This design comes from an exercise in tuning for small area, a short achievable clock period and few clock cycles on the open sky130 flow, not from production work. At most, simulation tests tie the RTL to the original design; equivalence was not proved. Power figures rest on the tool's default switching activity, not on a simulated workload.

==> flow/design.v <==
module RISC15(clk, proc_rst, mem_addr, mem_wdata, mem_write_n, mem_rdata, halted);
	input  wire        clk, proc_rst;
	output wire [15:0] mem_addr;
	output wire [15:0] mem_wdata;
	output wire        mem_write_n;
	input  wire [15:0] mem_rdata;
	output reg         halted;
	reg  [15:0] MA;         
	reg  [15:0] fa;         
	reg         fetching;   
	reg         rv;         
	reg  [15:0] IR;         
	reg  [7:0]  sa, sb;     
	reg         iv;         
	reg  [15:0] pcX;        
	reg         nj;         
	reg         lport;      
	reg  [2:0]  ldr_p;
	reg         ldp;        
	reg  [2:0]  ldr_w;
	reg         wn;
	reg  [15:0] wd;
	reg         rst_q;      
	reg  [15:0] R [0:6];
	assign mem_addr    = MA;
	assign mem_wdata   = wd;
	assign mem_write_n = wn;
	wire [3:0]  op = IR[15:12];
	wire [2:0]  ra = IR[11:9], rb = IR[8:6], rc = IR[5:3];
	wire [15:0] simm = {{10{IR[5]}}, IR[5:0]};
	wire is_add = op == 4'b0000;
	wire is_adi = op == 4'b0001;
	wire is_ndu = op == 4'b0010;
	wire is_lhi = op == 4'b0011;
	wire is_lw  = op == 4'b0100;
	wire is_sw  = op == 4'b0101;
	wire is_jlr = op == 4'b1001;
	wire is_beq = op == 4'b1100;
	wire is_hlt = op == 4'b1010 || op == 4'b1011 || op == 4'b1101 || op == 4'b1110 || op == 4'b1111;
	function [15:0] add16;
		input [15:0] a, b;
		reg   [15:0] g, p, gg, pp, g2, p2;
		integer l, j;
		begin
			g = a & b; p = a ^ b;
			gg = g; pp = p;
			for (l = 0; l < 4; l = l + 1) begin
				g2 = gg; p2 = pp;
				for (j = 0; j < 16; j = j + 1)
					if (j[l]) begin
						g2[j] = gg[j] | (pp[j] & gg[((j >> l) << l) - 1]);
						p2[j] = pp[j] & pp[((j >> l) << l) - 1];
					end
				gg = g2; pp = p2;
			end
			add16 = p ^ {gg[14:0], 1'b0};
		end
	endfunction
	function [15:0] inc16;
		input [15:0] a;
		reg   [15:0] pp, p2;
		integer l, j;
		begin
			pp = a;
			for (l = 0; l < 4; l = l + 1) begin
				p2 = pp;
				for (j = 0; j < 16; j = j + 1)
					if (j[l]) p2[j] = pp[j] & pp[((j >> l) << l) - 1];
				pp = p2;
			end
			inc16 = a ^ {pp[14:0], 1'b1};
		end
	endfunction
	function [15:0] addimm;
		input [15:0] a;
		input [5:0]  imm;
		reg   [15:0] b;
		reg   [15:0] s;
		begin
			b = {{10{imm[5]}}, imm};
			addimm = add16(a, b);
		end
	endfunction
	reg [15:0] va, vb;
	integer k;
	always @* begin
		va = sa[7] ? pcX : 16'd0;
		vb = sb[7] ? pcX : 16'd0;
		for (k = 0; k < 7; k = k + 1) begin
			va = va | (sa[k] ? R[k] : 16'd0);
			vb = vb | (sb[k] ? R[k] : 16'd0);
		end
	end
	wire ra_chk = is_add | is_ndu | is_adi | is_sw | is_beq | is_lhi | is_jlr;
	wire rb_chk = is_add | is_ndu | is_adi | is_sw | is_beq | is_lw | is_jlr;
	wire rc_chk = is_add | is_ndu;
	wire dep = lport & iv & ((ra_chk & ra == ldr_p) | (rb_chk & rb == ldr_p) | (rc_chk & rc == ldr_p));
	wire run = iv & ~ldp & ~dep & ~is_hlt;
	wire [15:0] sum   = add16(vb, is_add ? va : simm);
	wire [15:0] btgt  = addimm(pcX, IR[5:0]);
	wire [15:0] pc1   = inc16(pcX);
	wire        eq    = va == vb;
	wire jump   = run & ((is_beq & eq) | (is_jlr & (ra != rb)));
	wire [15:0] target = is_beq ? btgt : vb;
	wire memop  = run & (is_lw | is_sw);
	wire rewind = dep & rv;
	wire ld_ir  = rv & (~iv | run);
	wire [15:0] nf = fetching ? inc16(MA) : fa;
	wire        wr_x = run & (is_add | is_ndu | is_adi | is_lhi | is_jlr);
	wire [2:0]  wa   = ldp ? ldr_w : (is_add | is_ndu) ? rc : ra;
	wire        s_sum = ~rst_q & ~ldp & (is_add | is_adi);
	wire        s_ndu = ~rst_q & ~ldp & is_ndu;
	wire        s_lhi = ~rst_q & ~ldp & is_lhi;
	wire        s_jlr = ~rst_q & ~ldp & is_jlr;
	wire        s_ld  = ~rst_q & ldp;
	wire [15:0] wdat = ({16{s_sum}} & sum) | ({16{s_ndu}} & ~(va & vb)) |
	                   ({16{s_lhi}} & {IR[8:0], 7'd0}) | ({16{s_jlr}} & pc1) |
	                   ({16{s_ld}} & mem_rdata);
	wire        we   = wr_x | ldp;
	integer i;
	always @(posedge clk)
		for (i = 0; i < 7; i = i + 1)
			if (rst_q || (we && wa == i)) R[i] <= wdat;
	wire [15:0] ir_in = (mem_rdata[15:12] == 4'b0001) ?
	                    {mem_rdata[15:12], mem_rdata[8:6], mem_rdata[11:9], mem_rdata[5:0]} : mem_rdata;
	always @(posedge clk) begin
		wd <= va;
		fa <= nf;
		ldr_p <= ra;
		ldr_w <= ldr_p;
		rst_q <= ~proc_rst;
		if (ld_ir) begin
			IR <= ir_in;
			sa <= 8'd1 << ir_in[11:9];
			sb <= 8'd1 << ir_in[8:6];
		end
		if (~proc_rst) begin
			MA <= 16'd0;
			fetching <= 1'b1;
			rv <= 1'b0;
			iv <= 1'b0;
			pcX <= 16'd0;
			nj <= 1'b1;
			lport <= 1'b0;
			ldp <= 1'b0;
			wn <= 1'b1;
			halted <= 1'b0;
		end else begin
			MA <= jump ? target : memop ? sum : rewind ? pc1 : nf;
			fetching <= ~memop;
			rv <= fetching & ~jump;
			iv <= jump ? 1'b0 : ld_ir ? 1'b1 : run ? 1'b0 : iv;
			if (jump) begin pcX <= target; nj <= 1'b1; end
			else if (ld_ir) begin pcX <= nj ? pcX : pc1; nj <= 1'b0; end
			lport <= run & is_lw;
			ldp <= lport;
			wn <= ~(run & is_sw);
			halted <= halted | (iv & is_hlt);
		end
	end
endmodule
==> flow/config.mk <==
export PLATFORM = sky130hd
export DESIGN_NAME = RISC15
export DESIGN_NICKNAME = RISC15
export VERILOG_FILES = /design/flow/design.v
export SDC_FILE = /design/flow/constraint.sdc
export NUM_CORES = 4
export LEC_CHECK = 0
export ABC_AREA = 1
export CAP_MARGIN = 20
export CORE_MARGIN = 2
export CORE_UTILIZATION = 40
export SETUP_SLACK_MARGIN = 5
export SLEW_MARGIN = 20
==> flow/constraint.sdc <==
create_clock -name core_clock -period 10.0 [get_ports {clk}]
set_input_delay 2.0000 -clock core_clock [delete_from_list [all_inputs] [get_ports {clk}]]
set_output_delay 2.0000 -clock core_clock [all_outputs]
set_load 0.01 [all_outputs]
standard.sh (not shown) runs the stock make flow with config.mk's settings and CLKGATE_MAP_FILE= SYNTH_SCRIPT=/design/flow/synth_recipe.tcl, a recipe that flattens the netlist after the stock synthesis.
==> flow/flow/run.sh <==
#!/bin/bash
# Standard layout (the standard.sh), with repair aiming for a larger setup margin.
bash standard.sh SETUP_SLACK_MARGIN=6 finish > standard.log 2>&1
==> next run, changes <==
--- a/flow/design.v
+++ b/flow/design.v
@@ -7,5 +7,4 @@
 	output reg         halted;
 	reg  [15:0] MA;         
-	reg  [15:0] fa;         
 	reg         fetching;   
 	reg         rv;         
@@ -13,4 +12,5 @@
 	reg  [7:0]  sa, sb;     
 	reg         iv;         
+	reg         d_add;      
 	reg  [15:0] pcX;        
 	reg         nj;         
@@ -96,6 +96,8 @@
 	wire rc_chk = is_add | is_ndu;
 	wire dep = lport & iv & ((ra_chk & ra == ldr_p) | (rb_chk & rb == ldr_p) | (rc_chk & rc == ldr_p));
-	wire run = iv & ~ldp & ~dep & ~is_hlt;
-	wire [15:0] sum   = add16(vb, is_add ? va : simm);
+	wire wr_op  = is_add | is_ndu | is_adi | is_lhi | is_jlr;
+	wire wstall = ldp & (wr_op | ((is_sw | is_beq) & ra == ldr_w) | ((is_sw | is_beq | is_lw) & rb == ldr_w));
+	wire run = iv & ~wstall & ~dep & ~is_hlt;
+	wire [15:0] sum   = add16(vb, d_add ? va : simm);
 	wire [15:0] btgt  = addimm(pcX, IR[5:0]);
 	wire [15:0] pc1   = inc16(pcX);
@@ -106,6 +108,9 @@
 	wire rewind = dep & rv;
 	wire ld_ir  = rv & (~iv | run);
-	wire [15:0] nf = fetching ? inc16(MA) : fa;
-	wire        wr_x = run & (is_add | is_ndu | is_adi | is_lhi | is_jlr);
+	wire [1:0]  nk = {1'b0, ~nj} + {1'b0, rv} + {1'b0, fetching};
+	wire [2:0]  nlo = {1'b0, pcX[1:0]} + {1'b0, nk};
+	wire [13:0] nhi = inc16({2'b00, pcX[15:2]});
+	wire [15:0] nf = {nlo[2] ? nhi : pcX[15:2], nlo[1:0]};
+	wire        wr_x = run & wr_op;
 	wire [2:0]  wa   = ldp ? ldr_w : (is_add | is_ndu) ? rc : ra;
 	wire        s_sum = ~rst_q & ~ldp & (is_add | is_adi);
@@ -126,5 +131,4 @@
 	always @(posedge clk) begin
 		wd <= va;
-		fa <= nf;
 		ldr_p <= ra;
 		ldr_w <= ldr_p;
@@ -132,4 +136,5 @@
 		if (ld_ir) begin
 			IR <= ir_in;
+			d_add <= ir_in[15:12] == 4'b0000;
 			sa <= 8'd1 << ir_in[11:9];
 			sb <= 8'd1 << ir_in[8:6];
Critical path depth is higher by 1.
Non-clock buffer count is lower by 1.
Count of clock-buffer cells in the layout is lower by 7.
Fmax is lower by 2.7%.
Utilization is higher by 0.68 points.
Setup slack gets worse by 110 ps.
Final cell count is lower by about 4.4%.
Clock skew is lower by 9.9 ps.
No functional check of the RTL was part of any run of this note.

========
Another version of the RTL of RISC15 (not shown whole).
For scale: roughly 1200 cells after synthesis, about 210 flip-flops, roughly 11000 sq um of cells after synthesis.
==> module RISC15, before the edit <==
module RISC15(clk, proc_rst, mem_addr, mem_wdata, mem_write_n, mem_rdata, halted);
	input  wire        clk, proc_rst;
	output wire [15:0] mem_addr;
	output wire [15:0] mem_wdata;
	output wire        mem_write_n;
	input  wire [15:0] mem_rdata;
	output reg         halted;
	reg  [15:0] MA;         
	reg         fetching;   
	reg         rv;         
	reg  [15:0] IR;         
	reg  [7:0]  sa, sb;     
	reg         d_va;       
	reg         d_jlr;      
	reg         d_lhi;      
	reg         iv;         
	reg         bt;         
	reg  [15:0] pcX;        
	reg         nj;         
	reg         lport;      
	reg  [2:0]  ldr_p;
	reg         ldp;        
	reg  [2:0]  ldr_w;
	reg         wn;
	reg  [15:0] wd;
	reg         rst_q;      
	reg  [15:0] R [0:6];
	assign mem_addr    = MA;
	assign mem_wdata   = wd;
	assign mem_write_n = wn;
	wire [3:0]  op = IR[15:12];
	wire [2:0]  ra = IR[11:9], rb = IR[8:6], rc = IR[5:3];
	wire [15:0] simm = {{10{IR[5]}}, IR[5:0]};
	wire is_add = op == 4'b0000;
	wire is_adi = op == 4'b0001;
	wire is_ndu = op == 4'b0010;
	wire is_lhi = op == 4'b0011;
	wire is_lw  = op == 4'b0100;
	wire is_sw  = op == 4'b0101;
	wire is_jlr = op == 4'b1001;
	wire is_beq = op == 4'b1100;
	wire is_hlt = op == 4'b1010 || op == 4'b1011 || op == 4'b1101 || op == 4'b1110 || op == 4'b1111;
	reg [15:0] va, vb;
	integer k;
	always @* begin
		va = sa[7] ? pcX : 16'd0;
		vb = sb[7] ? pcX : 16'd0;
		for (k = 0; k < 7; k = k + 1) begin
			va = va | (sa[k] ? R[k] : 16'd0);
			vb = vb | (sb[k] ? R[k] : 16'd0);
		end
	end
	wire [15:0] opb = d_va ? va : d_lhi ? {IR[8:0], 7'd0} : {simm[15:1], simm[0] | d_jlr};
	wire [15:0] ap  = vb ^ opb;
	wire [15:0] ag  = vb & opb;
	reg  [15:0] gg, pp, g2, p2;
	integer l, j;
	always @* begin
		gg = ag; pp = ap;
		for (l = 0; l < 4; l = l + 1) begin
			g2 = gg; p2 = pp;
			for (j = 0; j < 16; j = j + 1)
				if (j >= (1 << l)) begin
					g2[j] = gg[j] | (pp[j] & gg[j - (1 << l)]);
					p2[j] = pp[j] & pp[j - (1 << l)];
				end
			gg = g2; pp = p2;
		end
	end
	wire [15:0] sum = ap ^ {gg[14:0], 1'b0};
	wire        eq  = ~|ap;
	reg  [13:0] hc;
	integer m;
	always @* begin
		hc[0] = 1'b1;
		for (m = 1; m < 14; m = m + 1) hc[m] = hc[m-1] & pcX[m+1];
	end
	wire [13:0] hinc = pcX[15:2] ^ hc;
	wire [15:0] pc1  = {&pcX[1:0] ? hinc : pcX[15:2], pcX[1:0] + 2'd1};
	wire ra_chk = is_add | is_ndu | is_adi | is_sw | is_beq | is_lhi | is_jlr;
	wire rb_chk = is_add | is_ndu | is_adi | is_sw | is_beq | is_lw | is_jlr;
	wire rc_chk = is_add | is_ndu;
	wire dep = lport & iv & ((ra_chk & ra == ldr_p) | (rb_chk & rb == ldr_p) | (rc_chk & rc == ldr_p));
	wire wr_op  = is_add | is_ndu | is_adi | is_lhi | is_jlr;
	wire wstall = ldp;
	wire go     = iv & ~bt & ~wstall & ~dep & ~is_hlt;
	wire taken  = go & is_beq & eq;            
	wire run    = (go & ~taken) | bt;
	wire jlrj   = go & is_jlr & (ra != rb);
	wire jump   = jlrj | bt;
	wire memop  = go & (is_lw | is_sw);
	wire ld_ir  = rv & (~iv | run);
	wire [1:0]  nk  = {1'b0, ~nj} + {1'b0, rv & ~dep} + {1'b0, fetching};
	wire [2:0]  nlo = {1'b0, pcX[1:0]} + {1'b0, nk};
	wire [15:0] nf  = {nlo[2] ? hinc : pcX[15:2], nlo[1:0]};
	wire        wr_x = go & wr_op;
	wire [2:0]  wa   = ldp ? ldr_w : (is_add | is_ndu) ? rc : ra;
	wire        s_sum = ~rst_q & ~ldp & (is_add | is_adi | is_jlr | is_lhi);
	wire        s_ndu = ~rst_q & ~ldp & is_ndu;
	wire        s_ld  = ~rst_q & ldp;
	wire [15:0] wdat = ({16{s_sum}} & sum) | ({16{s_ndu}} & ~ag) | ({16{s_ld}} & mem_rdata);
	wire        we   = wr_x | ldp;
	integer i;
	always @(posedge clk)
		for (i = 0; i < 7; i = i + 1)
			if (rst_q || (we && wa == i)) R[i] <= wdat;
	wire [15:0] ir_in = (mem_rdata[15:12] == 4'b0001) ?
	                    {mem_rdata[15:12], mem_rdata[8:6], mem_rdata[11:9], mem_rdata[5:0]} : mem_rdata;
	always @(posedge clk) begin
		wd <= va;
		ldr_p <= ra;
		ldr_w <= ldr_p;
		rst_q <= ~proc_rst;
		if (ld_ir) begin
			IR <= ir_in;
			sa <= 8'd1 << (ir_in[15:12] == 4'b1001 ? ir_in[8:6] : ir_in[11:9]);
			sb <= ir_in[15:12] == 4'b1001 ? 8'h80 : ir_in[15:12] == 4'b0011 ? 8'h00 : 8'd1 << ir_in[8:6];
			d_jlr <= ir_in[15:12] == 4'b1001;
			d_lhi <= ir_in[15:12] == 4'b0011;
			d_va <= ir_in[15:12] == 4'b0000 || ir_in[15:12] == 4'b0010 || ir_in[15:12] == 4'b1100;
		end else if (taken) begin
			sb <= 8'h80;            
			d_va <= 1'b0;
		end
		if (~proc_rst) begin
			MA <= 16'd0;
			fetching <= 1'b1;
			rv <= 1'b0;
			iv <= 1'b0;
			bt <= 1'b0;
			pcX <= 16'd0;
			nj <= 1'b1;
			lport <= 1'b0;
			ldp <= 1'b0;
			wn <= 1'b1;
			halted <= 1'b0;
		end else begin
			MA <= jlrj ? va : (memop | bt) ? sum : nf;
			fetching <= ~memop;
			rv <= fetching & ~jump;
			iv <= jump ? 1'b0 : ld_ir ? 1'b1 : run ? 1'b0 : iv;
			bt <= taken;
			if (jump) begin pcX <= jlrj ? va : sum; nj <= 1'b1; end
			else if (ld_ir) begin pcX <= nj ? pcX : pc1; nj <= 1'b0; end
			lport <= go & is_lw;
			ldp <= lport;
			wn <= ~(go & is_sw);
			halted <= halted | (iv & is_hlt);
		end
	end
endmodule
Settings: LEC_CHECK=0, ABC_AREA=1, CAP_MARGIN=20, CORE_MARGIN=2, CORE_UTILIZATION=40, CTS_CLUSTER_DIAMETER=80, CTS_CLUSTER_SIZE=20, SLEW_MARGIN=20, TNS_END_PERCENT=5; clock period 10.0 ns.
==> flow/flow/run.sh <==
#!/bin/bash
# Standard layout (the standard.sh), with two changes in how it is made:
# repair aims for a larger setup margin, and the port buffers are buf_1 cells.
bash standard.sh SETUP_SLACK_MARGIN=8 "BUFFER_PORTS_ARGS=-buffer_cell sky130_fd_sc_hd__buf_1" finish > standard.log 2>&1
Next try:
--- a/flow/design.v
+++ b/flow/design.v
@@ -10,10 +10,8 @@
 	reg         rv;         
 	reg  [15:0] IR;         
 	reg  [7:0]  sa, sb;     
 	reg         d_va;       
-	reg         d_jlr;      
-	reg         d_lhi;      
 	reg         iv;         
 	reg         bt;         
 	reg  [15:0] pcX;        
 	reg         nj;         
@@ -49,9 +47,9 @@
 			va = va | (sa[k] ? R[k] : 16'd0);
 			vb = vb | (sb[k] ? R[k] : 16'd0);
 		end
 	end
-	wire [15:0] opb = d_va ? va : d_lhi ? {IR[8:0], 7'd0} : {simm[15:1], simm[0] | d_jlr};
+	wire [15:0] opb = d_va ? va : simm;
 	wire [15:0] ap  = vb ^ opb;
 	wire [15:0] ag  = vb & opb;
 	reg  [15:0] gg, pp, g2, p2;
 	integer l, j;
@@ -59,11 +57,11 @@
 		gg = ag; pp = ap;
 		for (l = 0; l < 4; l = l + 1) begin
 			g2 = gg; p2 = pp;
 			for (j = 0; j < 16; j = j + 1)
-				if (j >= (1 << l)) begin
-					g2[j] = gg[j] | (pp[j] & gg[j - (1 << l)]);
-					p2[j] = pp[j] & pp[j - (1 << l)];
+				if (j[l]) begin
+					g2[j] = gg[j] | (pp[j] & gg[((j >> l) << l) - 1]);
+					p2[j] = pp[j] & pp[((j >> l) << l) - 1];
 				end
 			gg = g2; pp = p2;
 		end
 	end
@@ -94,12 +92,16 @@
 	wire [2:0]  nlo = {1'b0, pcX[1:0]} + {1'b0, nk};
 	wire [15:0] nf  = {nlo[2] ? hinc : pcX[15:2], nlo[1:0]};
 	wire        wr_x = go & wr_op;
 	wire [2:0]  wa   = ldp ? ldr_w : (is_add | is_ndu) ? rc : ra;
-	wire        s_sum = ~rst_q & ~ldp & (is_add | is_adi | is_jlr | is_lhi);
+	wire        s_sum = ~rst_q & ~ldp & (is_add | is_adi);
 	wire        s_ndu = ~rst_q & ~ldp & is_ndu;
+	wire        s_lhi = ~rst_q & ~ldp & is_lhi;
+	wire        s_jlr = ~rst_q & ~ldp & is_jlr;
 	wire        s_ld  = ~rst_q & ldp;
-	wire [15:0] wdat = ({16{s_sum}} & sum) | ({16{s_ndu}} & ~ag) | ({16{s_ld}} & mem_rdata);
+	wire [15:0] wdat = ({16{s_sum}} & sum) | ({16{s_ndu}} & ~ag) |
+	                   ({16{s_lhi}} & {IR[8:0], 7'd0}) | ({16{s_jlr}} & pc1) |
+	                   ({16{s_ld}} & mem_rdata);
 	wire        we   = wr_x | ldp;
 	integer i;
 	always @(posedge clk)
 		for (i = 0; i < 7; i = i + 1)
@@ -112,12 +114,10 @@
 		ldr_w <= ldr_p;
 		rst_q <= ~proc_rst;
 		if (ld_ir) begin
 			IR <= ir_in;
-			sa <= 8'd1 << (ir_in[15:12] == 4'b1001 ? ir_in[8:6] : ir_in[11:9]);
-			sb <= ir_in[15:12] == 4'b1001 ? 8'h80 : ir_in[15:12] == 4'b0011 ? 8'h00 : 8'd1 << ir_in[8:6];
-			d_jlr <= ir_in[15:12] == 4'b1001;
-			d_lhi <= ir_in[15:12] == 4'b0011;
+			sa <= 8'd1 << ir_in[11:9];
+			sb <= 8'd1 << ir_in[8:6];
 			d_va <= ir_in[15:12] == 4'b0000 || ir_in[15:12] == 4'b0010 || ir_in[15:12] == 4'b1100;
 		end else if (taken) begin
 			sb <= 8'h80;            
 			d_va <= 1'b0;
@@ -134,14 +134,14 @@
 			ldp <= 1'b0;
 			wn <= 1'b1;
 			halted <= 1'b0;
 		end else begin
-			MA <= jlrj ? va : (memop | bt) ? sum : nf;
+			MA <= jlrj ? vb : (memop | bt) ? sum : nf;
 			fetching <= ~memop;
 			rv <= fetching & ~jump;
 			iv <= jump ? 1'b0 : ld_ir ? 1'b1 : run ? 1'b0 : iv;
 			bt <= taken;
-			if (jump) begin pcX <= jlrj ? va : sum; nj <= 1'b1; end
+			if (jump) begin pcX <= jlrj ? vb : sum; nj <= 1'b1; end
 			else if (ld_ir) begin pcX <= nj ? pcX : pc1; nj <= 1'b0; end
 			lport <= go & is_lw;
 			ldp <= lport;
 			wn <= ~(go & is_sw);
What happened: The changed run completed without violations. Critical path depth went up by 3. Cell area shrinks by 11%. Sequential power is about the same. Sequential share of layout area increases by 4.7 points. Synthesized cell count falls by 0.74%. Synthesized area fell by 0.90%. Final cell count goes down by 6.6%. Clock skew stays flat. Via count decreases by 7.3%. Routed wire length went down by 6.3%. Setup slack gets worse by 0.25 ns.
Testbench counts after the change, summed over its fixed seeds: cycles 20,518.
Only the layout flow was run in the first run of this note; the RTL was not checked for function there.

## static timing again, ports no longer ideal
The results above use ideal ports. As a check the final layouts listed here were re-extracted and re-timed, cells and wires unchanged.
Step 1: set_driving_cell puts a clkbuf_16 on clk and a buf_2 on each other input, an assumption about the parent block.
Step 2, shift: input delay + t, output delay - t, t = (earliest + latest rising clock arrival at the registers) / 2. This alone moves slack from input paths to output paths.
Slacks: ideal / step 1 / step 2; pairs: ideal / step 1.
run | t, ns | setup slack, ns | worst hold slack (ns) | clock arrival spread, ns | worst register clock-pin slew, ns
the first run of note 1 | 0.587 | 6.172 / 6.172 / 5.850 | 0.424 / 0.424 / 0.424 | 0.027 / 0.027 | 0.07 / 0.07
the second run of note 1 | 0.578 | 6.065 / 6.065 / 5.738 | 0.417 / 0.417 / 0.417 | 0.018 / 0.018 | 0.07 / 0.07
the first run of note 2 | 0.536 | 6.645 / 6.645 / 6.205 | 0.434 / 0.434 / 0.434 | 0.020 / 0.020 | 0.09 / 0.09
the second run of note 2 | 0.538 | 6.397 / 6.397 / 6.080 | 0.407 / 0.407 / 0.407 | 0.022 / 0.022 | 0.09 / 0.09
After both steps setup and hold are still met in every run listed. The setup slack of the first run of note 2, which loses most, moves by 0.000 ns with the drivers and by -0.440 ns with both steps.
